Background: an optimization exercise with open tools, aiming at small area. Do not read the settings as production practice. The RTL was checked by simulation tests, not by an equivalence proof against the original design. Power figures rest on the tool's default switching activity, not on a simulated workload.

## ddr2_ctrl_top
module ddr2_ctrl_top (
  input         clk,
  input         rst,
  input  [2:0]  af_cmd,
  input  [30:0] af_addr,
  input         af_empty,
  input         phy_init_done,
  output        ctrl_ref_flag,
  output        ctrl_af_rden,
  output        ctrl_wren,
  output        ctrl_rden,
  output [12:0] ctrl_addr,
  output [1:0]  ctrl_ba,
  output        ctrl_ras_n,
  output        ctrl_cas_n,
  output        ctrl_we_n,
  output [0:0]  ctrl_cs_n
);
  ddr2_ctrl u_ctrl (
    .clk           (clk),
    .rst           (rst),
    .af_cmd        (af_cmd),
    .af_addr       (af_addr),
    .af_empty      (af_empty),
    .phy_init_done (phy_init_done),
    .ctrl_ref_flag (ctrl_ref_flag),
    .ctrl_af_rden  (ctrl_af_rden),
    .ctrl_wren     (ctrl_wren),
    .ctrl_rden     (ctrl_rden),
    .ctrl_addr     (ctrl_addr),
    .ctrl_ba       (ctrl_ba),
    .ctrl_ras_n    (ctrl_ras_n),
    .ctrl_cas_n    (ctrl_cas_n),
    .ctrl_we_n     (ctrl_we_n),
    .ctrl_cs_n     (ctrl_cs_n)
  );
endmodule
Size: about 490 cells after synthesis, about 180 flip-flops, about 61 I/O pins.
Settings: LEC_CHECK=0, CAP_MARGIN=20, CORE_MARGIN=2, CORE_UTILIZATION=40, PLACE_DENSITY=0.6, SLEW_MARGIN=20; clock period 5.0 ns.
run.sh (not shown) runs the stock make flow with config.mk's settings and CLKGATE_MAP_FILE= SYNTH_SCRIPT=/design/flow/synth_recipe.tcl, a recipe that flattens the netlist after the stock synthesis.
Then changed:
--- a/flow/config.mk
+++ b/flow/config.mk
@@ -10,2 +10,5 @@
 export CORE_UTILIZATION = 40
+export CTS_BUF_LIST = sky130_fd_sc_hd__clkbuf_8
+export CTS_CLUSTER_DIAMETER = 100
+export CTS_CLUSTER_SIZE = 30
 export PLACE_DENSITY = 0.6
Effect:
- The changed run produced a clean layout
- wire length is about the same
- global-route usage barely changes
- total power fell by 9.0%
- via count falls by 0.41%
- maximum frequency falls by 0.86%
- register-to-register slack stays flat
- die area is unchanged
- worst setup slack got worse by 28 ps
- combinational power hardly moves
- critical path depth is unchanged
- clock skew is about the same
Then changed:
==> flow/flow/run.sh (new file) <==
#!/bin/bash
# Standard ORFS layout with two changes: ports are buffered with buf_1, and
# CTS inserts no dummy loads. Each tool's output goes to a log file here.
set -euo pipefail
export BUFFER_PORTS_ARGS="-buffer_cell sky130_fd_sc_hd__buf_1"
export CTS_ARGS="-sink_clustering_enable -repair_clock_nets -dont_use_dummy_load"
bash standard.sh > standard.log 2>&1
==> flow/standard.sh (new file) <==
#!/bin/bash
# synth_recipe.tcl (not shown) runs the flow's synth.tcl, then flattens the netlist and writes it again
# the make line also repeats each setting of config.mk as NAME=value (left out here)
make -C /OpenROAD-flow-scripts/flow DESIGN_CONFIG=/design/flow/config.mk WORK_HOME=/design/flow/orfs CLKGATE_MAP_FILE= SYNTH_SCRIPT=/design/flow/synth_recipe.tcl "${@:-finish}"
--- a/flow/config.mk
+++ b/flow/config.mk
@@ -10,5 +10,2 @@
 export CORE_UTILIZATION = 40
-export CTS_BUF_LIST = sky130_fd_sc_hd__clkbuf_8
-export CTS_CLUSTER_DIAMETER = 100
-export CTS_CLUSTER_SIZE = 30
 export PLACE_DENSITY = 0.6
removed: flow/run.sh
Clock-buffer cell count does not change; final cell count drops by 1.9%; power increases by 1.5%; via count is about the same; cell area decreases by 3.8%; non-clock buffer count does not change; first-iteration DRC count decreases by 8.8%; worst setup slack improves by 40 ps; synthesized area does not change; routed wire length is lower by 2.4%.

* * *

Another version of the RTL of ddr2_ctrl_top (not shown whole).
Size in the first run: ~450 cells after synthesis, roughly 160 flip-flops, roughly 6300 µm² of cells after synthesis.
clock: 5.0 ns
lec_check: 0
cap_margin: 0
core_margin: 2
core_utilization: 70
place_density: 0.8
slew_margin: 0
standard.sh (not shown) runs the stock make flow with config.mk's settings and CLKGATE_MAP_FILE= SYNTH_SCRIPT=/design/flow/synth_recipe.tcl, a recipe that flattens the netlist after the stock synthesis.
==> flow/flow/run.sh <==
#!/bin/bash
# Standard ORFS layout with two changes: ports are buffered with buf_1, and
# CTS inserts no dummy loads and uses small clock buffers. Each tool's output
# goes to a log file here.
set -euo pipefail
export BUFFER_PORTS_ARGS="-buffer_cell sky130_fd_sc_hd__buf_1"
export CTS_ARGS="-sink_clustering_enable -repair_clock_nets -dont_use_dummy_load -buf_list {sky130_fd_sc_hd__clkbuf_4 sky130_fd_sc_hd__clkbuf_8}"
bash standard.sh > standard.log 2>&1
The baseline completed with no timing, DRC or antenna violations.
Then changed:
==> flow/flow/run.sh (replaced) <==
#!/bin/bash
# Standard ORFS layout with two changes: ports are buffered with buf_1, and
# CTS inserts no dummy loads and uses small clock buffers. Each tool's output
# goes to a log file here.
set -euo pipefail
export BUFFER_PORTS_ARGS="-buffer_cell sky130_fd_sc_hd__buf_1"
export CTS_ARGS="-sink_clustering_enable -repair_clock_nets -dont_use_dummy_load -buf_list sky130_fd_sc_hd__clkbuf_8"
bash standard.sh > standard.log 2>&1
- final area is unchanged
- wire length stays the same
- sequential power is about the same
- maximum frequency stays the same
- final cell count is unchanged
- combinational power stays flat
- register-to-register slack hardly moves
- clock-buffer cell count does not change
- synthesized cell count stays the same

[port drivers added, routing unchanged]
No port has a modelled driver above. Below, the same layouts with a new extraction and two added sets of constraints. Step 1 sets driving cells, clkbuf_16 on the clock port and buf_2 on the other inputs (assumed; they add their load-dependent delay and slew). Step 2 times the ports against the registers' clock, not the clock port: input delays grow and output delays shrink by t, the midpoint of the rising clock arrivals with the driver on. Slacks: ideal ports / drivers / drivers and shift; pairs: ideal ports / drivers.
run | t, ns | setup WS [ns] | worst slew at a driven data input, ns | cell pins on the clock port's net
the first run of note 1 | 0.463 | 1.803 / 1.766 / 1.871 | 0.04 | 1
the second run of note 1 | 0.494 | 1.775 / 1.738 / 1.877 | 0.04 | 1
the third run of note 1 | 0.454 | 1.815 / 1.815 / 1.815 | 0.03 | 1
the first run of note 2 | 0.455 | 2.018 / 1.986 / 2.126 | 0.03 | 1
the second run of note 2 | 0.455 | 2.018 / 1.986 / 2.126 | 0.03 | 1
After both steps every run listed still meets setup and hold.
